Background: an optimization exercise with open tools, aiming at small area. Do not read the settings as production practice. Function was checked by simulation only, so behaviour that the tests miss may differ from the original. Power figures rest on the tool's default switching activity, not on a simulated workload.

==> design.v <==
module ws_sta_4x4x1x4x1(
  input         clock,
                reset,
  input  [7:0]  io_inputA_0,
                io_inputA_1,
                io_inputA_2,
                io_inputA_3,
                io_inputB_0,
                io_inputB_1,
                io_inputB_2,
                io_inputB_3,
                io_inputB_4,
                io_inputB_5,
                io_inputB_6,
                io_inputB_7,
                io_inputB_8,
                io_inputB_9,
                io_inputB_10,
                io_inputB_11,
                io_inputB_12,
                io_inputB_13,
                io_inputB_14,
                io_inputB_15,
  input         io_propagateB_0,
                io_propagateB_1,
                io_propagateB_2,
                io_propagateB_3,
  output [17:0] io_outputC_0,
                io_outputC_1,
                io_outputC_2,
                io_outputC_3,
                io_outputC_4,
                io_outputC_5,
                io_outputC_6,
                io_outputC_7,
                io_outputC_8,
                io_outputC_9,
                io_outputC_10,
                io_outputC_11,
                io_outputC_12,
                io_outputC_13,
                io_outputC_14,
                io_outputC_15
);
  wire [7:0] a_in [0:3];
  wire [7:0] b_in [0:15];
  wire       p_in [0:3];
  wire [17:0] c_out [0:15];
  assign a_in[0] = io_inputA_0;
  assign a_in[1] = io_inputA_1;
  assign a_in[2] = io_inputA_2;
  assign a_in[3] = io_inputA_3;
  assign b_in[0] = io_inputB_0;
  assign b_in[1] = io_inputB_1;
  assign b_in[2] = io_inputB_2;
  assign b_in[3] = io_inputB_3;
  assign b_in[4] = io_inputB_4;
  assign b_in[5] = io_inputB_5;
  assign b_in[6] = io_inputB_6;
  assign b_in[7] = io_inputB_7;
  assign b_in[8] = io_inputB_8;
  assign b_in[9] = io_inputB_9;
  assign b_in[10] = io_inputB_10;
  assign b_in[11] = io_inputB_11;
  assign b_in[12] = io_inputB_12;
  assign b_in[13] = io_inputB_13;
  assign b_in[14] = io_inputB_14;
  assign b_in[15] = io_inputB_15;
  assign p_in[0] = io_propagateB_0;
  assign p_in[1] = io_propagateB_1;
  assign p_in[2] = io_propagateB_2;
  assign p_in[3] = io_propagateB_3;
  assign io_outputC_0 = c_out[0];
  assign io_outputC_1 = c_out[1];
  assign io_outputC_2 = c_out[2];
  assign io_outputC_3 = c_out[3];
  assign io_outputC_4 = c_out[4];
  assign io_outputC_5 = c_out[5];
  assign io_outputC_6 = c_out[6];
  assign io_outputC_7 = c_out[7];
  assign io_outputC_8 = c_out[8];
  assign io_outputC_9 = c_out[9];
  assign io_outputC_10 = c_out[10];
  assign io_outputC_11 = c_out[11];
  assign io_outputC_12 = c_out[12];
  assign io_outputC_13 = c_out[13];
  assign io_outputC_14 = c_out[14];
  assign io_outputC_15 = c_out[15];
  localparam integer XO = 1;
  wire [3:0] one [0:3];
  wire [3:0] two [0:3];
  wire [3:0] neg [0:3];
  genvar r, j, k;
  generate
    for (r = 0; r < 4; r = r + 1) begin : g_act
      localparam integer N = (r == 0) ? 9 + XO : 8 + XO;
      reg [8*N-1:0] d;
      always @(posedge clock)
        d <= {d[8*N-9:0], reset ? 8'h00 : a_in[r]};
      wire [7:0] x = d[8*N-1 -: 8];
      wire [8:0] xe = {x, 1'b0};
      reg [3:0] one_r, two_r, neg_r;
      for (k = 0; k < 4; k = k + 1) begin : g_dig
        always @(posedge clock) begin
          one_r[k] <= xe[2*k+1] ^ xe[2*k];
          two_r[k] <= (xe[2*k+2] & ~xe[2*k+1] & ~xe[2*k]) | (~xe[2*k+2] & xe[2*k+1] & xe[2*k]);
          neg_r[k] <= xe[2*k+2];
        end
      end
      assign one[r] = one_r;
      assign two[r] = two_r;
      assign neg[r] = neg_r;
    end
    for (r = 0; r < 4; r = r + 1) begin : g_prop
      reg [9+XO-r:0] d;
      always @(posedge clock)
        d <= {d[8+XO-r:0], reset | p_in[r]};
    end
    for (j = 0; j < 16; j = j + 1) begin : g_col
      localparam integer G = j / 4;
      localparam integer NB = 10 + XO - G;
      reg [8*NB-1:0] bd;
      always @(posedge clock)
        bd <= {bd[8*NB-9:0], reset ? 8'h00 : b_in[j]};
      wire p0 = g_prop[0].d[9 + XO - G];
      wire p1 = g_prop[1].d[8 + XO - G];
      wire p2 = g_prop[2].d[7 + XO - G];
      wire p3 = g_prop[3].d[6 + XO - G];
      reg  [7:0] w0, w1, w2, w3;
      wire [7:0] w0n = p0 ? bd[8*NB-1 -: 8] : w0;
      wire [7:0] w1n = p1 ? w0n : w1;
      wire [7:0] w2n = p2 ? w1n : w2;
      wire [7:0] w3n = p3 ? w2n : w3;
      always @(posedge clock) begin
        w0 <= w0n;
        w1 <= w1n;
        w2 <= w2n;
        w3 <= w3n;
      end
      mac_col u_mac (
        .clock (clock),
        .one0 (one[0]), .two0 (two[0]), .neg0 (neg[0]),
        .one1 (one[1]), .two1 (two[1]), .neg1 (neg[1]),
        .one2 (one[2]), .two2 (two[2]), .neg2 (neg[2]),
        .one3 (one[3]), .two3 (two[3]), .neg3 (neg[3]),
        .w0 (w0), .w1n (w1n), .w2n (w2n), .w3n (w3n),
        .c (c_out[j])
      );
    end
  endgenerate
endmodule
module mac_col(
  input         clock,
  input  [3:0]  one0, two0, neg0, one1, two1, neg1,
                one2, two2, neg2, one3, two3, neg3,
  input  [7:0]  w0, w1n, w2n, w3n,
  output [17:0] c
);
  reg [16:0] s0;
  reg [2:0] s0c;
  reg [16:0] s1;
  reg [2:0] s1c;
  reg [17:0] s2;
  reg [2:0] s2c;
  wire pp1;
  wire pp2;
  wire pp3;
  wire pp4;
  wire pp5;
  wire pp6;
  wire pp7;
  wire pp8;
  wire pp9;
  wire pp10;
  wire pp11;
  wire pp12;
  wire pp13;
  wire pp14;
  wire pp15;
  wire pp16;
  wire pp17;
  wire pp18;
  wire pp19;
  wire pp20;
  wire pp21;
  wire pp22;
  wire pp23;
  wire pp24;
  wire pp25;
  wire pp26;
  wire pp27;
  wire pp28;
  wire pp29;
  wire pp30;
  wire pp31;
  wire pp32;
  wire pp33;
  wire pp34;
  wire pp35;
  wire pp36;
  wire pp37;
  wire pp38;
  wire pp39;
  wire pp40;
  wire pp41;
  wire pp42;
  wire pp43;
  wire pp44;
  wire pp45;
  wire pp46;
  wire pp47;
  wire pp48;
  wire pp49;
  wire pp50;
  wire pp51;
  wire pp52;
  wire pp53;
  wire pp54;
  wire pp55;
  wire pp56;
  wire pp57;
  wire pp58;
  wire pp59;
  wire pp60;
  wire pp61;
  wire pp62;
  wire pp63;
  wire pp64;
  wire pp65;
  wire pp66;
  wire pp67;
  wire pp68;
  wire pp69;
  wire pp70;
  wire pp71;
  wire pp72;
  wire n73;
  wire n74;
  wire n75;
  wire n76;
  wire n77;
  wire n78;
  wire n79;
  wire n80;
  wire n81;
  wire n82;
  wire n83;
  wire n84;
  wire n85;
  wire n86;
  wire n87;
  wire n88;
  wire n89;
  wire n90;
  wire n91;
  wire n92;
  wire n93;
  wire n94;
  wire n95;
  wire n96;
  wire n97;
  wire n98;
  wire n99;
  wire n100;
  wire n101;
  wire n102;
  wire n103;
  wire n104;
  wire n105;
  wire n106;
  wire n107;
  wire n108;
  wire n109;
  wire n110;
  wire n111;
  wire n112;
  wire n113;
  wire n114;
  wire n115;
  wire n116;
  wire n117;
  wire n118;
  wire n119;
  wire n120;
  wire n121;
  wire n122;
  wire n123;
  wire n124;
  wire n125;
  wire n126;
  wire n127;
  wire n128;
  wire n129;
  wire n130;
  wire n131;
  wire n132;
  wire n133;
  wire n134;
  wire n135;
  wire n136;
  wire n137;
  wire n138;
  wire n139;
  wire n140;
  wire n141;
  wire n142;
  wire n143;
  wire n144;
  wire n145;
  wire n146;
  wire n147;
  wire n148;
  wire n149;
  wire n150;
  wire n151;
  wire n152;
  wire n153;
  wire n154;
  wire n155;
  wire n156;
  wire n157;
  wire n158;
  wire n159;
  wire n160;
  wire n161;
  wire n162;
  wire n163;
  wire n164;
  wire n165;
  wire n166;
  wire n167;
  wire n168;
  wire n169;
  wire n170;
  wire n171;
  wire n172;
  wire n173;
  wire n174;
  wire n175;
  wire n176;
  wire n177;
  wire n178;
  wire n179;
  wire n180;
  wire n181;
  wire n182;
  wire n183;
  wire n184;
  wire n185;
  wire n186;
  wire n187;
  wire n188;
  wire n189;
  wire n190;
  wire n191;
  wire n192;
  wire n193;
  wire n194;
  wire n195;
  wire n196;
  wire n197;
  wire n198;
  wire n199;
  wire n200;
  wire n201;
  wire n202;
  wire n203;
  wire n204;
  wire n205;
  wire n206;
  wire n207;
  wire n208;
  wire n209;
  wire n210;
  wire n211;
  wire n212;
  wire n213;
  wire n214;
  wire n215;
  wire n216;
  wire n217;
  wire n218;
  wire n219;
  wire n220;
  wire n221;
  wire n222;
  wire n223;
  wire n224;
  wire n225;
  wire n226;
  wire pp227;
  wire pp228;
  wire pp229;
  wire pp230;
  wire pp231;
  wire pp232;
  wire pp233;
  wire pp234;
  wire pp235;
  wire pp236;
  wire pp237;
  wire pp238;
  wire pp239;
  wire pp240;
  wire pp241;
  wire pp242;
  wire pp243;
  wire pp244;
  wire pp245;
  wire pp246;
  wire pp247;
  wire pp248;
  wire pp249;
  wire pp250;
  wire pp251;
  wire pp252;
  wire pp253;
  wire pp254;
  wire pp255;
  wire pp256;
  wire pp257;
  wire pp258;
  wire pp259;
  wire pp260;
  wire pp261;
  wire pp262;
  wire n263;
  wire n264;
  wire n265;
  wire n266;
  wire n267;
  wire n268;
  wire n269;
  wire n270;
  wire n271;
  wire n272;
  wire n273;
  wire n274;
  wire n275;
  wire n276;
  wire n277;
  wire n278;
  wire n279;
  wire n280;
  wire n281;
  wire n282;
  wire n283;
  wire n284;
  wire n285;
  wire n286;
  wire n287;
  wire n288;
  wire n289;
  wire n290;
  wire n291;
  wire n292;
  wire n293;
  wire n294;
  wire n295;
  wire n296;
  wire n297;
  wire n298;
  wire n299;
  wire n300;
  wire n301;
  wire n302;
  wire n303;
  wire n304;
  wire n305;
  wire n306;
  wire n307;
  wire n308;
  wire n309;
  wire n310;
  wire n311;
  wire n312;
  wire n313;
  wire n314;
  wire n315;
  wire n316;
  wire n317;
  wire n318;
  wire n319;
  wire n320;
  wire n321;
  wire n322;
  wire n323;
  wire n324;
  wire n325;
  wire n326;
  wire n327;
  wire n328;
  wire n329;
  wire n330;
  wire n331;
  wire n332;
  wire n333;
  wire n334;
  wire n335;
  wire n336;
  wire n337;
  wire n338;
  wire n339;
  wire n340;
  wire n341;
  wire n342;
  wire n343;
  wire n344;
  wire n345;
  wire n346;
  wire n347;
  wire n348;
  wire n349;
  wire n350;
  wire n351;
  wire n352;
  wire n353;
  wire n354;
  wire n355;
  wire n356;
  wire n357;
  wire n358;
  wire n359;
  wire n360;
  wire n361;
  wire n362;
  wire n363;
  wire n364;
  wire n365;
  wire n366;
  wire n367;
  wire n368;
  wire n369;
  wire n370;
  wire pp371;
  wire pp372;
  wire pp373;
  wire pp374;
  wire pp375;
  wire pp376;
  wire pp377;
  wire pp378;
  wire pp379;
  wire pp380;
  wire pp381;
  wire pp382;
  wire pp383;
  wire pp384;
  wire pp385;
  wire pp386;
  wire pp387;
  wire pp388;
  wire pp389;
  wire pp390;
  wire pp391;
  wire pp392;
  wire pp393;
  wire pp394;
  wire pp395;
  wire pp396;
  wire pp397;
  wire pp398;
  wire pp399;
  wire pp400;
  wire pp401;
  wire pp402;
  wire pp403;
  wire pp404;
  wire pp405;
  wire pp406;
  wire n407;
  wire n408;
  wire n409;
  wire n410;
  wire n411;
  wire n412;
  wire n413;
  wire n414;
  wire n415;
  wire n416;
  wire n417;
  wire n418;
  wire n419;
  wire n420;
  wire n421;
  wire n422;
  wire n423;
  wire n424;
  wire n425;
  wire n426;
  wire n427;
  wire n428;
  wire n429;
  wire n430;
  wire n431;
  wire n432;
  wire n433;
  wire n434;
  wire n435;
  wire n436;
  wire n437;
  wire n438;
  wire n439;
  wire n440;
  wire n441;
  wire n442;
  wire n443;
  wire n444;
  wire n445;
  wire n446;
  wire n447;
  wire n448;
  wire n449;
  wire n450;
  wire n451;
  wire n452;
  wire n453;
  wire n454;
  wire n455;
  wire n456;
  wire n457;
  wire n458;
  wire n459;
  wire n460;
  wire n461;
  wire n462;
  wire n463;
  wire n464;
  wire n465;
  wire n466;
  wire n467;
  wire n468;
  wire n469;
  wire n470;
  wire n471;
  wire n472;
  wire n473;
  wire n474;
  wire n475;
  wire n476;
  wire n477;
  wire n478;
  wire n479;
  wire n480;
  wire n481;
  wire n482;
  wire n483;
  wire n484;
  wire n485;
  wire n486;
  wire n487;
  wire n488;
  wire n489;
  wire n490;
  wire n491;
  wire n492;
  wire n493;
  wire n494;
  wire n495;
  wire n496;
  wire n497;
  wire n498;
  wire n499;
  wire n500;
  wire n501;
  wire n502;
  wire n503;
  wire n504;
  wire n505;
  wire n506;
  wire n507;
  wire n508;
  wire n509;
  wire n510;
  wire n511;
  wire n512;
  wire n513;
  wire n514;
  wire n515;
  wire n516;
  wire n517;
  wire n518;
  wire n519;
  wire n520;
  wire n521;
  wire n522;
  wire n523;
  wire n524;
  wire n525;
  wire n526;
  wire n527;
  wire n528;
  wire n529;
  wire n530;
  wire n531;
  wire n532;
  wire n533;
  wire n534;
  wire n535;
  wire n536;
  wire n537;
  wire n538;
  wire n539;
  wire n540;
  wire n541;
  wire n542;
  wire n543;
  wire n544;
  assign pp1 = neg0[0] ^ (one0[0] & w0[0]);
  assign pp2 = neg0[0] ^ ((one0[0] & w0[1]) | (two0[0] & w0[0]));
  assign pp3 = neg0[0] ^ ((one0[0] & w0[2]) | (two0[0] & w0[1]));
  assign pp4 = neg0[0] ^ ((one0[0] & w0[3]) | (two0[0] & w0[2]));
  assign pp5 = neg0[0] ^ ((one0[0] & w0[4]) | (two0[0] & w0[3]));
  assign pp6 = neg0[0] ^ ((one0[0] & w0[5]) | (two0[0] & w0[4]));
  assign pp7 = neg0[0] ^ ((one0[0] & w0[6]) | (two0[0] & w0[5]));
  assign pp8 = neg0[0] ^ ((one0[0] & w0[7]) | (two0[0] & w0[6]));
  assign pp9 = ~(neg0[0] ^ ((one0[0] & w0[7]) | (two0[0] & w0[7])));
  assign pp10 = neg0[1] ^ (one0[1] & w0[0]);
  assign pp11 = neg0[1] ^ ((one0[1] & w0[1]) | (two0[1] & w0[0]));
  assign pp12 = neg0[1] ^ ((one0[1] & w0[2]) | (two0[1] & w0[1]));
  assign pp13 = neg0[1] ^ ((one0[1] & w0[3]) | (two0[1] & w0[2]));
  assign pp14 = neg0[1] ^ ((one0[1] & w0[4]) | (two0[1] & w0[3]));
  assign pp15 = neg0[1] ^ ((one0[1] & w0[5]) | (two0[1] & w0[4]));
  assign pp16 = neg0[1] ^ ((one0[1] & w0[6]) | (two0[1] & w0[5]));
  assign pp17 = neg0[1] ^ ((one0[1] & w0[7]) | (two0[1] & w0[6]));
  assign pp18 = ~(neg0[1] ^ ((one0[1] & w0[7]) | (two0[1] & w0[7])));
  assign pp19 = neg0[2] ^ (one0[2] & w0[0]);
  assign pp20 = neg0[2] ^ ((one0[2] & w0[1]) | (two0[2] & w0[0]));
  assign pp21 = neg0[2] ^ ((one0[2] & w0[2]) | (two0[2] & w0[1]));
  assign pp22 = neg0[2] ^ ((one0[2] & w0[3]) | (two0[2] & w0[2]));
  assign pp23 = neg0[2] ^ ((one0[2] & w0[4]) | (two0[2] & w0[3]));
  assign pp24 = neg0[2] ^ ((one0[2] & w0[5]) | (two0[2] & w0[4]));
  assign pp25 = neg0[2] ^ ((one0[2] & w0[6]) | (two0[2] & w0[5]));
  assign pp26 = neg0[2] ^ ((one0[2] & w0[7]) | (two0[2] & w0[6]));
  assign pp27 = ~(neg0[2] ^ ((one0[2] & w0[7]) | (two0[2] & w0[7])));
  assign pp28 = neg0[3] ^ (one0[3] & w0[0]);
  assign pp29 = neg0[3] ^ ((one0[3] & w0[1]) | (two0[3] & w0[0]));
  assign pp30 = neg0[3] ^ ((one0[3] & w0[2]) | (two0[3] & w0[1]));
  assign pp31 = neg0[3] ^ ((one0[3] & w0[3]) | (two0[3] & w0[2]));
  assign pp32 = neg0[3] ^ ((one0[3] & w0[4]) | (two0[3] & w0[3]));
  assign pp33 = neg0[3] ^ ((one0[3] & w0[5]) | (two0[3] & w0[4]));
  assign pp34 = neg0[3] ^ ((one0[3] & w0[6]) | (two0[3] & w0[5]));
  assign pp35 = neg0[3] ^ ((one0[3] & w0[7]) | (two0[3] & w0[6]));
  assign pp36 = ~(neg0[3] ^ ((one0[3] & w0[7]) | (two0[3] & w0[7])));
  assign pp37 = neg1[0] ^ (one1[0] & w1n[0]);
  assign pp38 = neg1[0] ^ ((one1[0] & w1n[1]) | (two1[0] & w1n[0]));
  assign pp39 = neg1[0] ^ ((one1[0] & w1n[2]) | (two1[0] & w1n[1]));
  assign pp40 = neg1[0] ^ ((one1[0] & w1n[3]) | (two1[0] & w1n[2]));
  assign pp41 = neg1[0] ^ ((one1[0] & w1n[4]) | (two1[0] & w1n[3]));
  assign pp42 = neg1[0] ^ ((one1[0] & w1n[5]) | (two1[0] & w1n[4]));
  assign pp43 = neg1[0] ^ ((one1[0] & w1n[6]) | (two1[0] & w1n[5]));
  assign pp44 = neg1[0] ^ ((one1[0] & w1n[7]) | (two1[0] & w1n[6]));
  assign pp45 = ~(neg1[0] ^ ((one1[0] & w1n[7]) | (two1[0] & w1n[7])));
  assign pp46 = neg1[1] ^ (one1[1] & w1n[0]);
  assign pp47 = neg1[1] ^ ((one1[1] & w1n[1]) | (two1[1] & w1n[0]));
  assign pp48 = neg1[1] ^ ((one1[1] & w1n[2]) | (two1[1] & w1n[1]));
  assign pp49 = neg1[1] ^ ((one1[1] & w1n[3]) | (two1[1] & w1n[2]));
  assign pp50 = neg1[1] ^ ((one1[1] & w1n[4]) | (two1[1] & w1n[3]));
  assign pp51 = neg1[1] ^ ((one1[1] & w1n[5]) | (two1[1] & w1n[4]));
  assign pp52 = neg1[1] ^ ((one1[1] & w1n[6]) | (two1[1] & w1n[5]));
  assign pp53 = neg1[1] ^ ((one1[1] & w1n[7]) | (two1[1] & w1n[6]));
  assign pp54 = ~(neg1[1] ^ ((one1[1] & w1n[7]) | (two1[1] & w1n[7])));
  assign pp55 = neg1[2] ^ (one1[2] & w1n[0]);
  assign pp56 = neg1[2] ^ ((one1[2] & w1n[1]) | (two1[2] & w1n[0]));
  assign pp57 = neg1[2] ^ ((one1[2] & w1n[2]) | (two1[2] & w1n[1]));
  assign pp58 = neg1[2] ^ ((one1[2] & w1n[3]) | (two1[2] & w1n[2]));
  assign pp59 = neg1[2] ^ ((one1[2] & w1n[4]) | (two1[2] & w1n[3]));
  assign pp60 = neg1[2] ^ ((one1[2] & w1n[5]) | (two1[2] & w1n[4]));
  assign pp61 = neg1[2] ^ ((one1[2] & w1n[6]) | (two1[2] & w1n[5]));
  assign pp62 = neg1[2] ^ ((one1[2] & w1n[7]) | (two1[2] & w1n[6]));
  assign pp63 = ~(neg1[2] ^ ((one1[2] & w1n[7]) | (two1[2] & w1n[7])));
  assign pp64 = neg1[3] ^ (one1[3] & w1n[0]);
  assign pp65 = neg1[3] ^ ((one1[3] & w1n[1]) | (two1[3] & w1n[0]));
  assign pp66 = neg1[3] ^ ((one1[3] & w1n[2]) | (two1[3] & w1n[1]));
  assign pp67 = neg1[3] ^ ((one1[3] & w1n[3]) | (two1[3] & w1n[2]));
  assign pp68 = neg1[3] ^ ((one1[3] & w1n[4]) | (two1[3] & w1n[3]));
  assign pp69 = neg1[3] ^ ((one1[3] & w1n[5]) | (two1[3] & w1n[4]));
  assign pp70 = neg1[3] ^ ((one1[3] & w1n[6]) | (two1[3] & w1n[5]));
  assign pp71 = neg1[3] ^ ((one1[3] & w1n[7]) | (two1[3] & w1n[6]));
  assign pp72 = ~(neg1[3] ^ ((one1[3] & w1n[7]) | (two1[3] & w1n[7])));
  assign n73 = neg0[3] ^ neg1[3];
  assign n74 = neg0[3] & neg1[3];
  assign n75 = neg0[2] ^ neg1[2] ^ pp5;
  assign n76 = (neg0[2] & neg1[2]) | (pp5 & (neg0[2] ^ neg1[2]));
  assign n77 = pp6 ^ pp13;
  assign n78 = pp6 & pp13;
  assign n79 = n73 ^ pp7 ^ pp14;
  assign n80 = (n73 & pp7) | (pp14 & (n73 ^ pp7));
  assign n81 = pp21 ^ pp28 ^ pp43;
  assign n82 = (pp21 & pp28) | (pp43 & (pp21 ^ pp28));
  assign n83 = n74 ^ pp8 ^ pp15;
  assign n84 = (n74 & pp8) | (pp15 & (n74 ^ pp8));
  assign n85 = pp22 ^ pp29 ^ pp44;
  assign n86 = (pp22 & pp29) | (pp44 & (pp22 ^ pp29));
  assign n87 = pp51 ^ pp58;
  assign n88 = pp51 & pp58;
  assign n89 = pp9 ^ pp16 ^ pp23;
  assign n90 = (pp9 & pp16) | (pp23 & (pp9 ^ pp16));
  assign n91 = pp30 ^ pp45 ^ pp52;
  assign n92 = (pp30 & pp45) | (pp52 & (pp30 ^ pp45));
  assign n93 = pp59 ^ pp66;
  assign n94 = pp59 & pp66;
  assign n95 = pp17 ^ pp24 ^ pp31;
  assign n96 = (pp17 & pp24) | (pp31 & (pp17 ^ pp24));
  assign n97 = pp53 ^ pp60;
  assign n98 = pp53 & pp60;
  assign n99 = pp18 ^ pp25 ^ pp32;
  assign n100 = (pp18 & pp25) | (pp32 & (pp18 ^ pp25));
  assign n101 = neg0[1] ^ neg1[1] ^ pp3;
  assign n102 = (neg0[1] & neg1[1]) | (pp3 & (neg0[1] ^ neg1[1]));
  assign n103 = pp4 ^ pp11;
  assign n104 = pp4 & pp11;
  assign n105 = pp12 ^ pp19 ^ pp41;
  assign n106 = (pp12 & pp19) | (pp41 & (pp12 ^ pp19));
  assign n107 = pp48 ^ pp55;
  assign n108 = pp48 & pp55;
  assign n109 = pp20 ^ pp42 ^ pp49;
  assign n110 = (pp20 & pp42) | (pp49 & (pp20 ^ pp42));
  assign n111 = pp56 ^ n77 ^ n76;
  assign n112 = (pp56 & n77) | (n76 & (pp56 ^ n77));
  assign n113 = pp50 ^ pp57 ^ pp64;
  assign n114 = (pp50 & pp57) | (pp64 & (pp50 ^ pp57));
  assign n115 = n78 ^ n79 ^ n81;
  assign n116 = (n78 & n79) | (n81 & (n78 ^ n79));
  assign n117 = pp65 ^ n80 ^ n83;
  assign n118 = (pp65 & n80) | (n83 & (pp65 ^ n80));
  assign n119 = n87 ^ n82 ^ n85;
  assign n120 = (n87 & n82) | (n85 & (n87 ^ n82));
  assign n121 = n84 ^ n88 ^ n89;
  assign n122 = (n84 & n88) | (n89 & (n84 ^ n88));
  assign n123 = n93 ^ n86 ^ n91;
  assign n124 = (n93 & n86) | (n91 & (n93 ^ n86));
  assign n125 = pp67 ^ n90 ^ n94;
  assign n126 = (pp67 & n90) | (n94 & (pp67 ^ n90));
  assign n127 = n95 ^ n97 ^ n92;
  assign n128 = (n95 & n97) | (n92 & (n95 ^ n97));
  assign n129 = pp54 ^ pp61 ^ pp68;
  assign n130 = (pp54 & pp61) | (pp68 & (pp54 ^ pp61));
  assign n131 = n96 ^ n98 ^ n99;
  assign n132 = (n96 & n98) | (n99 & (n96 ^ n98));
  assign n133 = pp26 ^ pp33 ^ pp62;
  assign n134 = (pp26 & pp33) | (pp62 & (pp26 ^ pp33));
  assign n135 = pp69 ^ n100;
  assign n136 = pp69 & n100;
  assign n137 = pp27 ^ pp34 ^ pp63;
  assign n138 = (pp27 & pp34) | (pp63 & (pp27 ^ pp34));
  assign n139 = neg0[0] ^ neg1[0];
  assign n140 = neg0[0] & neg1[0];
  assign n141 = pp10 ^ pp39;
  assign n142 = pp10 & pp39;
  assign n143 = pp40 ^ pp47 ^ n103;
  assign n144 = (pp40 & pp47) | (n103 & (pp40 ^ pp47));
  assign n145 = n104 ^ n75 ^ n107;
  assign n146 = (n104 & n75) | (n107 & (n104 ^ n75));
  assign n147 = n108 ^ n106 ^ n109;
  assign n148 = (n108 & n106) | (n109 & (n108 ^ n106));
  assign n149 = n110 ^ n113 ^ n112;
  assign n150 = (n110 & n113) | (n112 & (n110 ^ n113));
  assign n151 = n114 ^ n117 ^ n116;
  assign n152 = (n114 & n117) | (n116 & (n114 ^ n117));
  assign n153 = n118 ^ n121 ^ n120;
  assign n154 = (n118 & n121) | (n120 & (n118 ^ n121));
  assign n155 = n122 ^ n125 ^ n124;
  assign n156 = (n122 & n125) | (n124 & (n122 ^ n125));
  assign n157 = n129 ^ n126 ^ n131;
  assign n158 = (n129 & n126) | (n131 & (n129 ^ n126));
  assign n159 = n130 ^ n133 ^ n135;
  assign n160 = (n130 & n133) | (n135 & (n130 ^ n133));
  assign n161 = pp70 ^ n134 ^ n136;
  assign n162 = (pp70 & n134) | (n136 & (pp70 ^ n134));
  assign n163 = pp35 ^ pp71;
  assign n164 = pp35 & pp71;
  assign n165 = n139 ^ pp1;
  assign n166 = n139 & pp1;
  assign n167 = n140 ^ pp2 ^ pp38;
  assign n168 = (n140 & pp2) | (pp38 & (n140 ^ pp2));
  assign n169 = pp46 ^ n101 ^ n141;
  assign n170 = (pp46 & n101) | (n141 & (pp46 ^ n101));
  assign n171 = n142 ^ n102 ^ n143;
  assign n172 = (n142 & n102) | (n143 & (n142 ^ n102));
  assign n173 = n105 ^ n144 ^ n145;
  assign n174 = (n105 & n144) | (n145 & (n105 ^ n144));
  assign n175 = n111 ^ n146 ^ n147;
  assign n176 = (n111 & n146) | (n147 & (n111 ^ n146));
  assign n177 = n148 ^ n115 ^ n149;
  assign n178 = (n148 & n115) | (n149 & (n148 ^ n115));
  assign n179 = n119 ^ n150 ^ n151;
  assign n180 = (n119 & n150) | (n151 & (n119 ^ n150));
  assign n181 = n123 ^ n152 ^ n153;
  assign n182 = (n123 & n152) | (n153 & (n123 ^ n152));
  assign n183 = n127 ^ n154 ^ n155;
  assign n184 = (n127 & n154) | (n155 & (n127 ^ n154));
  assign n185 = n128 ^ n157 ^ n156;
  assign n186 = (n128 & n157) | (n156 & (n128 ^ n157));
  assign n187 = n132 ^ n159 ^ n158;
  assign n188 = (n132 & n159) | (n158 & (n132 ^ n159));
  assign n189 = n137 ^ n161 ^ n160;
  assign n190 = (n137 & n161) | (n160 & (n137 ^ n161));
  assign n191 = n163 ^ n138 ^ n162;
  assign n192 = (n163 & n138) | (n162 & (n163 ^ n138));
  assign n193 = pp36 ^ pp72 ^ n164;
  assign n194 = (pp36 & pp72) | (n164 & (pp36 ^ pp72));
  assign n195 = pp37 ^ n165;
  assign n196 = pp37 & n165;
  assign n197 = n166 ^ n167 ^ n196;
  assign n198 = (n166 & n167) | (n196 & (n166 ^ n167));
  assign n199 = n168 ^ n169 ^ n198;
  assign n200 = (n168 & n169) | (n198 & (n168 ^ n169));
  assign n201 = n170 ^ n171 ^ n200;
  assign n202 = (n170 & n171) | (n200 & (n170 ^ n171));
  assign n203 = n172 ^ n173 ^ n202;
  assign n204 = (n172 & n173) | (n202 & (n172 ^ n173));
  assign n205 = n174 ^ n175 ^ n204;
  assign n206 = (n174 & n175) | (n204 & (n174 ^ n175));
  assign n207 = n176 ^ n177 ^ n206;
  assign n208 = (n176 & n177) | (n206 & (n176 ^ n177));
  assign n209 = n178 ^ n179;
  assign n210 = n178 & n179;
  assign n211 = n180 ^ n181 ^ n210;
  assign n212 = (n180 & n181) | (n210 & (n180 ^ n181));
  assign n213 = n182 ^ n183 ^ n212;
  assign n214 = (n182 & n183) | (n212 & (n182 ^ n183));
  assign n215 = n184 ^ n185;
  assign n216 = n184 & n185;
  assign n217 = n187 ^ n186 ^ n216;
  assign n218 = (n187 & n186) | (n216 & (n187 ^ n186));
  assign n219 = n189 ^ n188 ^ n218;
  assign n220 = (n189 & n188) | (n218 & (n189 ^ n188));
  assign n221 = n191 ^ n190;
  assign n222 = n191 & n190;
  assign n223 = n193 ^ n192 ^ n222;
  assign n224 = (n193 & n192) | (n222 & (n193 ^ n192));
  assign n225 = n194 ^ n224;
  assign n226 = n194 & n224;
  always @(posedge clock) s0 <= {n226, n225, n223, n221, n219, n217, n215, n213, n211, n209, n207, n205, n203, n201, n199, n197, n195};
  always @(posedge clock) s0c <= {n220, n214, n208};
  assign pp227 = neg2[0] ^ (one2[0] & w2n[0]);
  assign pp228 = neg2[0] ^ ((one2[0] & w2n[1]) | (two2[0] & w2n[0]));
  assign pp229 = neg2[0] ^ ((one2[0] & w2n[2]) | (two2[0] & w2n[1]));
  assign pp230 = neg2[0] ^ ((one2[0] & w2n[3]) | (two2[0] & w2n[2]));
  assign pp231 = neg2[0] ^ ((one2[0] & w2n[4]) | (two2[0] & w2n[3]));
  assign pp232 = neg2[0] ^ ((one2[0] & w2n[5]) | (two2[0] & w2n[4]));
  assign pp233 = neg2[0] ^ ((one2[0] & w2n[6]) | (two2[0] & w2n[5]));
  assign pp234 = neg2[0] ^ ((one2[0] & w2n[7]) | (two2[0] & w2n[6]));
  assign pp235 = ~(neg2[0] ^ ((one2[0] & w2n[7]) | (two2[0] & w2n[7])));
  assign pp236 = neg2[1] ^ (one2[1] & w2n[0]);
  assign pp237 = neg2[1] ^ ((one2[1] & w2n[1]) | (two2[1] & w2n[0]));
  assign pp238 = neg2[1] ^ ((one2[1] & w2n[2]) | (two2[1] & w2n[1]));
  assign pp239 = neg2[1] ^ ((one2[1] & w2n[3]) | (two2[1] & w2n[2]));
  assign pp240 = neg2[1] ^ ((one2[1] & w2n[4]) | (two2[1] & w2n[3]));
  assign pp241 = neg2[1] ^ ((one2[1] & w2n[5]) | (two2[1] & w2n[4]));
  assign pp242 = neg2[1] ^ ((one2[1] & w2n[6]) | (two2[1] & w2n[5]));
  assign pp243 = neg2[1] ^ ((one2[1] & w2n[7]) | (two2[1] & w2n[6]));
  assign pp244 = ~(neg2[1] ^ ((one2[1] & w2n[7]) | (two2[1] & w2n[7])));
  assign pp245 = neg2[2] ^ (one2[2] & w2n[0]);
  assign pp246 = neg2[2] ^ ((one2[2] & w2n[1]) | (two2[2] & w2n[0]));
  assign pp247 = neg2[2] ^ ((one2[2] & w2n[2]) | (two2[2] & w2n[1]));
  assign pp248 = neg2[2] ^ ((one2[2] & w2n[3]) | (two2[2] & w2n[2]));
  assign pp249 = neg2[2] ^ ((one2[2] & w2n[4]) | (two2[2] & w2n[3]));
  assign pp250 = neg2[2] ^ ((one2[2] & w2n[5]) | (two2[2] & w2n[4]));
  assign pp251 = neg2[2] ^ ((one2[2] & w2n[6]) | (two2[2] & w2n[5]));
  assign pp252 = neg2[2] ^ ((one2[2] & w2n[7]) | (two2[2] & w2n[6]));
  assign pp253 = ~(neg2[2] ^ ((one2[2] & w2n[7]) | (two2[2] & w2n[7])));
  assign pp254 = neg2[3] ^ (one2[3] & w2n[0]);
  assign pp255 = neg2[3] ^ ((one2[3] & w2n[1]) | (two2[3] & w2n[0]));
  assign pp256 = neg2[3] ^ ((one2[3] & w2n[2]) | (two2[3] & w2n[1]));
  assign pp257 = neg2[3] ^ ((one2[3] & w2n[3]) | (two2[3] & w2n[2]));
  assign pp258 = neg2[3] ^ ((one2[3] & w2n[4]) | (two2[3] & w2n[3]));
  assign pp259 = neg2[3] ^ ((one2[3] & w2n[5]) | (two2[3] & w2n[4]));
  assign pp260 = neg2[3] ^ ((one2[3] & w2n[6]) | (two2[3] & w2n[5]));
  assign pp261 = neg2[3] ^ ((one2[3] & w2n[7]) | (two2[3] & w2n[6]));
  assign pp262 = ~(neg2[3] ^ ((one2[3] & w2n[7]) | (two2[3] & w2n[7])));
  assign n263 = s0[4] ^ neg2[2];
  assign n264 = s0[4] & neg2[2];
  assign n265 = s0[5] ^ pp232;
  assign n266 = s0[5] & pp232;
  assign n267 = s0[6] ^ neg2[3] ^ pp233;
  assign n268 = (s0[6] & neg2[3]) | (pp233 & (s0[6] ^ neg2[3]));
  assign n269 = pp240 ^ pp247;
  assign n270 = pp240 & pp247;
  assign n271 = s0[7] ^ s0c[0] ^ pp234;
  assign n272 = (s0[7] & s0c[0]) | (pp234 & (s0[7] ^ s0c[0]));
  assign n273 = pp241 ^ pp248 ^ pp255;
  assign n274 = (pp241 & pp248) | (pp255 & (pp241 ^ pp248));
  assign n275 = s0[8] ^ pp235 ^ pp242;
  assign n276 = (s0[8] & pp235) | (pp242 & (s0[8] ^ pp235));
  assign n277 = pp249 ^ pp256;
  assign n278 = pp249 & pp256;
  assign n279 = s0[9] ^ pp243 ^ pp250;
  assign n280 = (s0[9] & pp243) | (pp250 & (s0[9] ^ pp243));
  assign n281 = s0[10] ^ s0c[1] ^ pp244;
  assign n282 = (s0[10] & s0c[1]) | (pp244 & (s0[10] ^ s0c[1]));
  assign n283 = s0[2] ^ neg2[1];
  assign n284 = s0[2] & neg2[1];
  assign n285 = s0[3] ^ pp230;
  assign n286 = s0[3] & pp230;
  assign n287 = n263 ^ pp231 ^ pp238;
  assign n288 = (n263 & pp231) | (pp238 & (n263 ^ pp231));
  assign n289 = n264 ^ pp239 ^ pp246;
  assign n290 = (n264 & pp239) | (pp246 & (n264 ^ pp239));
  assign n291 = pp254 ^ n266 ^ n269;
  assign n292 = (pp254 & n266) | (n269 & (pp254 ^ n266));
  assign n293 = n270 ^ n268 ^ n271;
  assign n294 = (n270 & n268) | (n271 & (n270 ^ n268));
  assign n295 = n277 ^ n272 ^ n274;
  assign n296 = (n277 & n272) | (n274 & (n277 ^ n272));
  assign n297 = pp257 ^ n278 ^ n276;
  assign n298 = (pp257 & n278) | (n276 & (pp257 ^ n278));
  assign n299 = pp251 ^ pp258 ^ n280;
  assign n300 = (pp251 & pp258) | (n280 & (pp251 ^ pp258));
  assign n301 = s0[11] ^ pp252 ^ pp259;
  assign n302 = (s0[11] & pp252) | (pp259 & (s0[11] ^ pp252));
  assign n303 = s0[12] ^ pp253;
  assign n304 = s0[12] & pp253;
  assign n305 = s0[13] ^ s0c[2];
  assign n306 = s0[13] & s0c[2];
  assign n307 = s0[0] ^ neg2[0];
  assign n308 = s0[0] & neg2[0];
  assign n309 = s0[1] ^ pp228;
  assign n310 = s0[1] & pp228;
  assign n311 = n283 ^ pp229 ^ pp236;
  assign n312 = (n283 & pp229) | (pp236 & (n283 ^ pp229));
  assign n313 = n284 ^ pp237 ^ n285;
  assign n314 = (n284 & pp237) | (n285 & (n284 ^ pp237));
  assign n315 = pp245 ^ n286 ^ n287;
  assign n316 = (pp245 & n286) | (n287 & (pp245 ^ n286));
  assign n317 = n265 ^ n288 ^ n289;
  assign n318 = (n265 & n288) | (n289 & (n265 ^ n288));
  assign n319 = n290 ^ n267 ^ n291;
  assign n320 = (n290 & n267) | (n291 & (n290 ^ n267));
  assign n321 = n273 ^ n292 ^ n293;
  assign n322 = (n273 & n292) | (n293 & (n273 ^ n292));
  assign n323 = n275 ^ n295 ^ n294;
  assign n324 = (n275 & n295) | (n294 & (n275 ^ n295));
  assign n325 = n279 ^ n296 ^ n297;
  assign n326 = (n279 & n296) | (n297 & (n279 ^ n296));
  assign n327 = n281 ^ n298 ^ n299;
  assign n328 = (n281 & n298) | (n299 & (n281 ^ n298));
  assign n329 = n282 ^ n301 ^ n300;
  assign n330 = (n282 & n301) | (n300 & (n282 ^ n301));
  assign n331 = pp260 ^ n303 ^ n302;
  assign n332 = (pp260 & n303) | (n302 & (pp260 ^ n303));
  assign n333 = n305 ^ pp261 ^ n304;
  assign n334 = (n305 & pp261) | (n304 & (n305 ^ pp261));
  assign n335 = s0[14] ^ n306 ^ pp262;
  assign n336 = (s0[14] & n306) | (pp262 & (s0[14] ^ n306));
  assign n337 = n307 ^ pp227;
  assign n338 = n307 & pp227;
  assign n339 = n308 ^ n309 ^ n338;
  assign n340 = (n308 & n309) | (n338 & (n308 ^ n309));
  assign n341 = n310 ^ n311 ^ n340;
  assign n342 = (n310 & n311) | (n340 & (n310 ^ n311));
  assign n343 = n312 ^ n313 ^ n342;
  assign n344 = (n312 & n313) | (n342 & (n312 ^ n313));
  assign n345 = n314 ^ n315 ^ n344;
  assign n346 = (n314 & n315) | (n344 & (n314 ^ n315));
  assign n347 = n316 ^ n317 ^ n346;
  assign n348 = (n316 & n317) | (n346 & (n316 ^ n317));
  assign n349 = n318 ^ n319 ^ n348;
  assign n350 = (n318 & n319) | (n348 & (n318 ^ n319));
  assign n351 = n320 ^ n321;
  assign n352 = n320 & n321;
  assign n353 = n322 ^ n323 ^ n352;
  assign n354 = (n322 & n323) | (n352 & (n322 ^ n323));
  assign n355 = n324 ^ n325 ^ n354;
  assign n356 = (n324 & n325) | (n354 & (n324 ^ n325));
  assign n357 = n326 ^ n327 ^ n356;
  assign n358 = (n326 & n327) | (n356 & (n326 ^ n327));
  assign n359 = n328 ^ n329;
  assign n360 = n328 & n329;
  assign n361 = n331 ^ n330 ^ n360;
  assign n362 = (n331 & n330) | (n360 & (n331 ^ n330));
  assign n363 = n333 ^ n332 ^ n362;
  assign n364 = (n333 & n332) | (n362 & (n333 ^ n332));
  assign n365 = n335 ^ n334 ^ n364;
  assign n366 = (n335 & n334) | (n364 & (n335 ^ n334));
  assign n367 = s0[15] ^ n336;
  assign n368 = s0[15] & n336;
  assign n369 = s0[16] ^ n368;
  assign n370 = s0[16] & n368;
  always @(posedge clock) s1 <= {n369, n367, n365, n363, n361, n359, n357, n355, n353, n351, n349, n347, n345, n343, n341, n339, n337};
  always @(posedge clock) s1c <= {n366, n358, n350};
  assign pp371 = neg3[0] ^ (one3[0] & w3n[0]);
  assign pp372 = neg3[0] ^ ((one3[0] & w3n[1]) | (two3[0] & w3n[0]));
  assign pp373 = neg3[0] ^ ((one3[0] & w3n[2]) | (two3[0] & w3n[1]));
  assign pp374 = neg3[0] ^ ((one3[0] & w3n[3]) | (two3[0] & w3n[2]));
  assign pp375 = neg3[0] ^ ((one3[0] & w3n[4]) | (two3[0] & w3n[3]));
  assign pp376 = neg3[0] ^ ((one3[0] & w3n[5]) | (two3[0] & w3n[4]));
  assign pp377 = neg3[0] ^ ((one3[0] & w3n[6]) | (two3[0] & w3n[5]));
  assign pp378 = neg3[0] ^ ((one3[0] & w3n[7]) | (two3[0] & w3n[6]));
  assign pp379 = ~(neg3[0] ^ ((one3[0] & w3n[7]) | (two3[0] & w3n[7])));
  assign pp380 = neg3[1] ^ (one3[1] & w3n[0]);
  assign pp381 = neg3[1] ^ ((one3[1] & w3n[1]) | (two3[1] & w3n[0]));
  assign pp382 = neg3[1] ^ ((one3[1] & w3n[2]) | (two3[1] & w3n[1]));
  assign pp383 = neg3[1] ^ ((one3[1] & w3n[3]) | (two3[1] & w3n[2]));
  assign pp384 = neg3[1] ^ ((one3[1] & w3n[4]) | (two3[1] & w3n[3]));
  assign pp385 = neg3[1] ^ ((one3[1] & w3n[5]) | (two3[1] & w3n[4]));
  assign pp386 = neg3[1] ^ ((one3[1] & w3n[6]) | (two3[1] & w3n[5]));
  assign pp387 = neg3[1] ^ ((one3[1] & w3n[7]) | (two3[1] & w3n[6]));
  assign pp388 = ~(neg3[1] ^ ((one3[1] & w3n[7]) | (two3[1] & w3n[7])));
  assign pp389 = neg3[2] ^ (one3[2] & w3n[0]);
  assign pp390 = neg3[2] ^ ((one3[2] & w3n[1]) | (two3[2] & w3n[0]));
  assign pp391 = neg3[2] ^ ((one3[2] & w3n[2]) | (two3[2] & w3n[1]));
  assign pp392 = neg3[2] ^ ((one3[2] & w3n[3]) | (two3[2] & w3n[2]));
  assign pp393 = neg3[2] ^ ((one3[2] & w3n[4]) | (two3[2] & w3n[3]));
  assign pp394 = neg3[2] ^ ((one3[2] & w3n[5]) | (two3[2] & w3n[4]));
  assign pp395 = neg3[2] ^ ((one3[2] & w3n[6]) | (two3[2] & w3n[5]));
  assign pp396 = neg3[2] ^ ((one3[2] & w3n[7]) | (two3[2] & w3n[6]));
  assign pp397 = ~(neg3[2] ^ ((one3[2] & w3n[7]) | (two3[2] & w3n[7])));
  assign pp398 = neg3[3] ^ (one3[3] & w3n[0]);
  assign pp399 = neg3[3] ^ ((one3[3] & w3n[1]) | (two3[3] & w3n[0]));
  assign pp400 = neg3[3] ^ ((one3[3] & w3n[2]) | (two3[3] & w3n[1]));
  assign pp401 = neg3[3] ^ ((one3[3] & w3n[3]) | (two3[3] & w3n[2]));
  assign pp402 = neg3[3] ^ ((one3[3] & w3n[4]) | (two3[3] & w3n[3]));
  assign pp403 = neg3[3] ^ ((one3[3] & w3n[5]) | (two3[3] & w3n[4]));
  assign pp404 = neg3[3] ^ ((one3[3] & w3n[6]) | (two3[3] & w3n[5]));
  assign pp405 = neg3[3] ^ ((one3[3] & w3n[7]) | (two3[3] & w3n[6]));
  assign pp406 = ~(neg3[3] ^ ((one3[3] & w3n[7]) | (two3[3] & w3n[7])));
  assign n407 = s1[4] ^ neg3[2];
  assign n408 = s1[4] & neg3[2];
  assign n409 = s1[5] ^ pp376;
  assign n410 = s1[5] & pp376;
  assign n411 = s1[6] ^ neg3[3] ^ pp377;
  assign n412 = (s1[6] & neg3[3]) | (pp377 & (s1[6] ^ neg3[3]));
  assign n413 = pp384 ^ pp391;
  assign n414 = pp384 & pp391;
  assign n415 = s1[7] ^ s1c[0] ^ pp378;
  assign n416 = (s1[7] & s1c[0]) | (pp378 & (s1[7] ^ s1c[0]));
  assign n417 = pp385 ^ pp392 ^ pp399;
  assign n418 = (pp385 & pp392) | (pp399 & (pp385 ^ pp392));
  assign n419 = s1[8] ^ pp379 ^ pp386;
  assign n420 = (s1[8] & pp379) | (pp386 & (s1[8] ^ pp379));
  assign n421 = pp393 ^ pp400;
  assign n422 = pp393 & pp400;
  assign n423 = s1[9] ^ pp387 ^ pp394;
  assign n424 = (s1[9] & pp387) | (pp394 & (s1[9] ^ pp387));
  assign n425 = 1'b1 ^ s1[10] ^ pp388;
  assign n426 = (1'b1 & s1[10]) | (pp388 & (1'b1 ^ s1[10]));
  assign n427 = 1'b1 ^ s1[11] ^ s1c[1];
  assign n428 = (1'b1 & s1[11]) | (s1c[1] & (1'b1 ^ s1[11]));
  assign n429 = s1[2] ^ neg3[1];
  assign n430 = s1[2] & neg3[1];
  assign n431 = s1[3] ^ pp374;
  assign n432 = s1[3] & pp374;
  assign n433 = n407 ^ pp375 ^ pp382;
  assign n434 = (n407 & pp375) | (pp382 & (n407 ^ pp375));
  assign n435 = n408 ^ pp383 ^ pp390;
  assign n436 = (n408 & pp383) | (pp390 & (n408 ^ pp383));
  assign n437 = pp398 ^ n410 ^ n413;
  assign n438 = (pp398 & n410) | (n413 & (pp398 ^ n410));
  assign n439 = n414 ^ n412 ^ n415;
  assign n440 = (n414 & n412) | (n415 & (n414 ^ n412));
  assign n441 = n421 ^ n416 ^ n418;
  assign n442 = (n421 & n416) | (n418 & (n421 ^ n416));
  assign n443 = pp401 ^ n422 ^ n420;
  assign n444 = (pp401 & n422) | (n420 & (pp401 ^ n422));
  assign n445 = pp395 ^ pp402 ^ n424;
  assign n446 = (pp395 & pp402) | (n424 & (pp395 ^ pp402));
  assign n447 = n427 ^ pp396 ^ pp403;
  assign n448 = (n427 & pp396) | (pp403 & (n427 ^ pp396));
  assign n449 = s1[12] ^ n428 ^ pp397;
  assign n450 = (s1[12] & n428) | (pp397 & (s1[12] ^ n428));
  assign n451 = 1'b1 ^ s1[13];
  assign n452 = 1'b1 & s1[13];
  assign n453 = s1[0] ^ neg3[0];
  assign n454 = s1[0] & neg3[0];
  assign n455 = s1[1] ^ pp372;
  assign n456 = s1[1] & pp372;
  assign n457 = n429 ^ pp373 ^ pp380;
  assign n458 = (n429 & pp373) | (pp380 & (n429 ^ pp373));
  assign n459 = n430 ^ pp381 ^ n431;
  assign n460 = (n430 & pp381) | (n431 & (n430 ^ pp381));
  assign n461 = pp389 ^ n432 ^ n433;
  assign n462 = (pp389 & n432) | (n433 & (pp389 ^ n432));
  assign n463 = n409 ^ n434 ^ n435;
  assign n464 = (n409 & n434) | (n435 & (n409 ^ n434));
  assign n465 = n436 ^ n411 ^ n437;
  assign n466 = (n436 & n411) | (n437 & (n436 ^ n411));
  assign n467 = n417 ^ n438 ^ n439;
  assign n468 = (n417 & n438) | (n439 & (n417 ^ n438));
  assign n469 = n419 ^ n440 ^ n441;
  assign n470 = (n419 & n440) | (n441 & (n419 ^ n440));
  assign n471 = n423 ^ n442 ^ n443;
  assign n472 = (n423 & n442) | (n443 & (n423 ^ n442));
  assign n473 = n425 ^ n444 ^ n445;
  assign n474 = (n425 & n444) | (n445 & (n425 ^ n444));
  assign n475 = n426 ^ n447 ^ n446;
  assign n476 = (n426 & n447) | (n446 & (n426 ^ n447));
  assign n477 = pp404 ^ n448 ^ n449;
  assign n478 = (pp404 & n448) | (n449 & (pp404 ^ n448));
  assign n479 = n451 ^ pp405 ^ n450;
  assign n480 = (n451 & pp405) | (n450 & (n451 ^ pp405));
  assign n481 = s1[14] ^ n452 ^ pp406;
  assign n482 = (s1[14] & n452) | (pp406 & (s1[14] ^ n452));
  assign n483 = 1'b1 ^ s1[15] ^ s1c[2];
  assign n484 = (1'b1 & s1[15]) | (s1c[2] & (1'b1 ^ s1[15]));
  assign n485 = n453 ^ pp371;
  assign n486 = n453 & pp371;
  assign n487 = n454 ^ n455 ^ n486;
  assign n488 = (n454 & n455) | (n486 & (n454 ^ n455));
  assign n489 = n456 ^ n457 ^ n488;
  assign n490 = (n456 & n457) | (n488 & (n456 ^ n457));
  assign n491 = n458 ^ n459 ^ n490;
  assign n492 = (n458 & n459) | (n490 & (n458 ^ n459));
  assign n493 = n460 ^ n461 ^ n492;
  assign n494 = (n460 & n461) | (n492 & (n460 ^ n461));
  assign n495 = n462 ^ n463 ^ n494;
  assign n496 = (n462 & n463) | (n494 & (n462 ^ n463));
  assign n497 = n464 ^ n465;
  assign n498 = n464 & n465;
  assign n499 = n466 ^ n467 ^ n498;
  assign n500 = (n466 & n467) | (n498 & (n466 ^ n467));
  assign n501 = n468 ^ n469 ^ n500;
  assign n502 = (n468 & n469) | (n500 & (n468 ^ n469));
  assign n503 = n470 ^ n471 ^ n502;
  assign n504 = (n470 & n471) | (n502 & (n470 ^ n471));
  assign n505 = n472 ^ n473;
  assign n506 = n472 & n473;
  assign n507 = n474 ^ n475 ^ n506;
  assign n508 = (n474 & n475) | (n506 & (n474 ^ n475));
  assign n509 = n477 ^ n476 ^ n508;
  assign n510 = (n477 & n476) | (n508 & (n477 ^ n476));
  assign n511 = n478 ^ n479 ^ n510;
  assign n512 = (n478 & n479) | (n510 & (n478 ^ n479));
  assign n513 = n481 ^ n480;
  assign n514 = n481 & n480;
  assign n515 = n483 ^ n482 ^ n514;
  assign n516 = (n483 & n482) | (n514 & (n483 ^ n482));
  assign n517 = s1[16] ^ n484 ^ n516;
  assign n518 = (s1[16] & n484) | (n516 & (s1[16] ^ n484));
  assign n519 = 1'b1 ^ n518;
  assign n520 = 1'b1 & n518;
  always @(posedge clock) s2 <= {n519, n517, n515, n513, n511, n509, n507, n505, n503, n501, n499, n497, n495, n493, n491, n489, n487, n485};
  always @(posedge clock) s2c <= {n512, n504, n496};
  assign n521 = s2[6] ^ s2c[0];
  assign n522 = s2[6] & s2c[0];
  assign n523 = s2[7] ^ n522;
  assign n524 = s2[7] & n522;
  assign n525 = s2[8] ^ n524;
  assign n526 = s2[8] & n524;
  assign n527 = s2[9] ^ n526;
  assign n528 = s2[9] & n526;
  assign n529 = s2[10] ^ s2c[1] ^ n528;
  assign n530 = (s2[10] & s2c[1]) | (n528 & (s2[10] ^ s2c[1]));
  assign n531 = s2[11] ^ n530;
  assign n532 = s2[11] & n530;
  assign n533 = s2[12] ^ n532;
  assign n534 = s2[12] & n532;
  assign n535 = s2[13] ^ n534;
  assign n536 = s2[13] & n534;
  assign n537 = s2[14] ^ s2c[2] ^ n536;
  assign n538 = (s2[14] & s2c[2]) | (n536 & (s2[14] ^ s2c[2]));
  assign n539 = s2[15] ^ n538;
  assign n540 = s2[15] & n538;
  assign n541 = s2[16] ^ n540;
  assign n542 = s2[16] & n540;
  assign n543 = s2[17] ^ n542;
  assign n544 = s2[17] & n542;
  assign c = {n543, n541, n539, n537, n535, n533, n531, n529, n527, n525, n523, n521, s2[5], s2[4], s2[3], s2[2], s2[1], s2[0]};
endmodule
==> flow/run.sh <==
#!/bin/bash
# Standard ORFS layout with three changes:
#  - Yosys's generic "abc -fast" pre-mapping inside "synth" is skipped
#    (synth -noabc), so the full adders written in the RTL reach extract_fa
#    unchanged. The final ABC mapping, flattening and renaming are the standard flow's.
#  - clock tree: clkbuf_8 leaves clustering up to 15 registers, no dummy loads.
#  - port buffers use buf_1.
set -euo pipefail
here=$(pwd)
sed '1s/yosys synth -nofsm -noshare/yosys synth -nofsm -noshare -noabc/' synth_recipe.tcl > "$here/flow_synth.tcl"
grep -q -- '-noabc' "$here/flow_synth.tcl"
sed "s#SYNTH_SCRIPT=[^ ]*#SYNTH_SCRIPT=$here/flow_synth.tcl#" standard.sh > "$here/flow_standard.sh"
bash "$here/flow_standard.sh" \
  "CTS_ARGS=-sink_clustering_enable -repair_clock_nets -buf_list sky130_fd_sc_hd__clkbuf_8 -dont_use_dummy_load -sink_clustering_size 15 -sink_clustering_max_diameter 55 -sink_buffer_max_cap_derate 0.5" \
  "BUFFER_PORTS_ARGS=-buffer_cell sky130_fd_sc_hd__buf_1" \
  finish > "$here/flow_make.log" 2>&1
==> standard.sh <==
#!/bin/bash
# synth_recipe.tcl (not shown) runs the flow's synth.tcl, then flattens the netlist and writes it again
# the make line also repeats each setting of config.mk as NAME=value (left out here)
make -C /OpenROAD-flow-scripts/flow DESIGN_CONFIG=/design/flow/config.mk WORK_HOME=/design/flow/orfs CLKGATE_MAP_FILE= SYNTH_SCRIPT=/design/flow/synth_recipe.tcl "${@:-finish}"
==> config.mk <==
export PLATFORM = sky130hd
export DESIGN_NAME = ws_sta_4x4x1x4x1
export DESIGN_NICKNAME = ws_sta_4x4x1x4x1
export VERILOG_FILES = /design/flow/design.v
export SDC_FILE = /design/flow/constraint.sdc
export NUM_CORES = 4
export LEC_CHECK = 0
export CAP_MARGIN = 20
export CELL_PAD_IN_SITES_DETAIL_PLACEMENT = 1
export CELL_PAD_IN_SITES_GLOBAL_PLACEMENT = 1
export CORE_MARGIN = 2
export CORE_UTILIZATION = 40
export SLEW_MARGIN = 20
==> constraint.sdc <==
create_clock -name core_clock -period 5.5 [get_ports {clock}]
set_input_delay 1.1000 -clock core_clock [delete_from_list [all_inputs] [get_ports {clock}]]
set_output_delay 1.1000 -clock core_clock [all_outputs]
set_load 0.01 [all_outputs]
==> results.txt <==
-- routing by layer --
metal | wire [µm] | GRT usage | vias to the layer above
met2 | 211000 | 0.319 | 5974
met4 | 10500 | 0.0477 | 34
met5 | 218 | 0 | -
li1 | - | - | 48600
met3 | 98500 | 0.140 | 711
met1 | 311000 | 0.454 | 59000
-- cell families after synthesis --
kind of cell / share of synthesized area
buffers and inverters: 0.0577
flip-flops: 0.353
AO/OA/AOI/OAI: 0.104
XOR/XNOR: 0.118
AND/OR/NAND/NOR: 0.0282
multiplexers: 0.0198
adder cells (fa/ha/maj): 0.320
-- cells in the final DEF (no fill, tap or decap), drive strengths merged, types with 389 or more instances in the layout --
cell	count
a222oi	448
a22oi	1296
buf	1568
clkbuf	389
dfxtp	3086
fa	2256
ha	866
inv	738
nand2	408
xnor2	2028
-- power groups by stage --
stage	Combinational [mW]	Sequential, mW	Clock, mW
5_1_grt	75.1	33.2	15.7
6_report	67.3	32.9	14.3
3_5_place_dp	65.9	33.0	0
3_3_place_gp	64.0	32.9	0
2_1_floorplan	40.3	30.5	0
4_1_cts	66.6	32.6	14.9
-- how the worst min path moves through the flow --
| stage | start | to | slack, ns |
|---|---|---|---|
| 2_1_floorplan | g_act[0].d[2]$_SDFF_PP0_ | g_act[0].d[10]$_DFF_P_ | 0.31 |
| 3_3_place_gp | g_col[3].bd[30]$_DFF_P_ | g_col[3].bd[38]$_DFF_P_ | 0.31 |
| 3_5_place_dp | g_col[6].bd[40]$_DFF_P_ | g_col[6].bd[48]$_DFF_P_ | 0.31 |
| 4_1_cts | io_inputA_3[7] | g_act[3].d[7]$_SDFF_PP0_ | 0.001 |
| 5_1_grt | io_inputB_12[1] | g_col[12].bd[1]$_SDFF_PP0_ | 0.07 |
| 6_report | io_inputB_12[4] | g_col[12].bd[4]$_SDFF_PP0_ | 0.17 |
-- critical path, cell delays in order (launching register included) --
cell and delay [ns]:
dfxtp_4 0.37, buf_12 0.13, buf_12 0.14, mux2_4 0.31, mux2_2 0.34, mux2_4 0.31, a222oi_1 0.50, xnor2_1 0.17
fa_1 0.43, fa_1 0.48, fa_1 0.49, ha_1 0.23, fa_1 0.45, fa_1 0.46, fa_1 0.49
-- state kept, by name, indices dropped and copies added, names as in the netlist, 38 cells and up --
register and flops:
g_col.w1 128, g_col.w3 128, g_col.u_mac.s2 288, g_col.w0 128
g_prop.d 38, g_col.w2 128, g_col.bd 1216, g_col.u_mac.s1c 48
g_col.u_mac.s0 272, g_col.u_mac.s0c 48, g_col.u_mac.s1 272, g_act.d 296
g_col.u_mac.s2c 48
-- final cells by class --
cell class                      count  area share
Multi-Input combinational cell   9153       0.537
Sequential cell                  3086       0.320
Timing Repair Buffer             1575      0.0638
Tap cell                         5757      0.0372
Clock buffer                      387      0.0275
Inverter                          740      0.0144
Antenna cell                       34    0.000439
-- per-stage QoR --
step	instance area, µm²	instances	hold WS (ns)
2_1_floorplan	175000	14600	0.310
3_3_place_gp	187000	20300	0.310
3_5_place_dp	187000	20300	0.313
4_1_cts	193000	20700	0.00101
5_1_grt	194000	20700	0.0674
6_report	194000	20700	0.165
-- repair_timing --
item	CTS	global route
gates resized for setup	148	75
setup endpoints to repair	49	78
hold endpoints to repair	5	0
buffers inserted	7	10
hold buffers	5	0
pin swaps	42	80
==> results.toml <==
[outcome]
status = "finished clean"

[global_routing]
grt_pass1_wl_um = 899000
grt_antenna_before_repair = 73
grt_overflow = 0
grtUsageTotal = 0.281
grt_max_degree = 129
grt_pass1_vias = 119000

[yosys]
synthTopCellsByArea = "dfxtp_1 (35%), fa_1 (26%), xnor2_1 (10%), ha_1 (6.2%), a22oi_1 (5.6%)"
syn_inst = 14600
async_flop_share = 0
syn_avg_cell_area_um2 = 12.0
yosysTopAreaCell = "dfxtp_1"
yosysMostFrequentCell = "dfxtp_1"
ys_types = 34
yosysWarnings = 2
ys_seq_elements = 3086
synth_top_area_frac = 0.353
synth_edf_count = 0
synthFlopType = "dfxtp_1"
synth_common_cells = "dfxtp_1 (3,086), fa_1 (2,256), xnor2_1 (2,028), a22oi_1 (1,296), clkbuf_1 (975)"
synth_area_um2 = 175000
synth_seq_area_share = 0.353
synth.net_count = 17900

[timing]
fin_crit_sh = 0.991
hold_viol_final = 0
setup-violations-final = 0
fin_ws_ns = 0.0507
slew_viol_final = 0
fin_crit_ns = 5.45
slew-limit-headroom = 0.233
fmax_mhz = 184
worstMarginPinSlew_ns = 1.15
tns_ns = 0
skew_ns = 0.131

[critical_path]
startpoint = "g_prop[0].d[8]$_DFF_P_"
critPathLaunchType = "flip-flop"
path_max_fanout = 8
worstSetupPathType = "reg2reg"
arrival_ns = 6.49
reg2reg_depth = 14
r2r-end = "g_col[11].u_mac.s1[10]$_DFF_P_"
crit-reg2reg-launch = "g_prop[0].d[8]$_DFF_P_"
endpoint = "g_col[11].u_mac.s1[10]$_DFF_P_"
end_kind = "flip-flop"
r2r_setup_slack_ns = 0.05
required_ns = 6.54

[cts]
cts_made_buffers = 387
clockBufferDepth = 4
clk_latency_ns = 1.18
cts.sinks = 3086
root_buffer = "clkbuf_8"
h-tree-depth = 5
cts_tree = "done"
clk_pin_slew_ns = 0.09

[placed_design]
portBuffers = 453
dp_hpwl_um = 484000
gp_congestion = 0.933
post-place-ws_ns = -0.128

[die]
coreArea_um2 = 437000
die-width_um = 666
initial_core_util = 0.401
die_y_um = 666
placement_rows = 243
ioPinCount = 454
dieArea_um2 = 443000

[pwr]
p_clk_frac = 0.125
p_seq_frac = 0.287
switchingPower_mw = 51.1
switching_share = 0.447
powerDensity_nw_per_um2 = 591
power_mw = 114
leakage_nw = 78.7
combPwrFrac = 0.588
vdd_drop_max_mv = 0.475
internal-power_mw = 63.3

[detailed_routing]
wl_per_cell_um = 30.4
vias = 114000
drc = 0
firstDrtPassIters = 14
ant_nets = 0
routed_wl_um = 631000
via_per_inst = 5.51
drt_iter0_markers = 15900

[layout]
regArea_um2 = 62000
nets = 18200
area_growth_pct = 10.6
drive_gt1_frac = 0.143
fin_util = 0.443
fillCellCount = 45400
multi_input_area_um2 = 104000

[worst_hold_path]
min_path_cells = 2
hp-class = "in2reg"

[flow_run]
maxCapViolCount = 0

-- static timing again, ports no longer ideal --
The results above use ideal ports. As a check the final layout listed here was re-extracted and re-timed, cells and wires unchanged. Step 1, drivers: a clkbuf_16 drives clock and a buf_2 each remaining input, both assumed. Step 2 also shifts input and output timing later by t, the mid clock arrival at the registers, as if the neighbouring blocks saw the same clock. a / b / c = ideal ports / drivers / drivers and shift; a / b = the first two.
shift t [ns]: 1.225
setup WS [ns]: 0.051 / 0.001 / 0.051
cell pins on the clock port's net: 1
After both steps setup and hold are still met in this run. For this run, drivers alone change the setup slack by -0.050 ns; drivers and shift together by 0.000 ns.
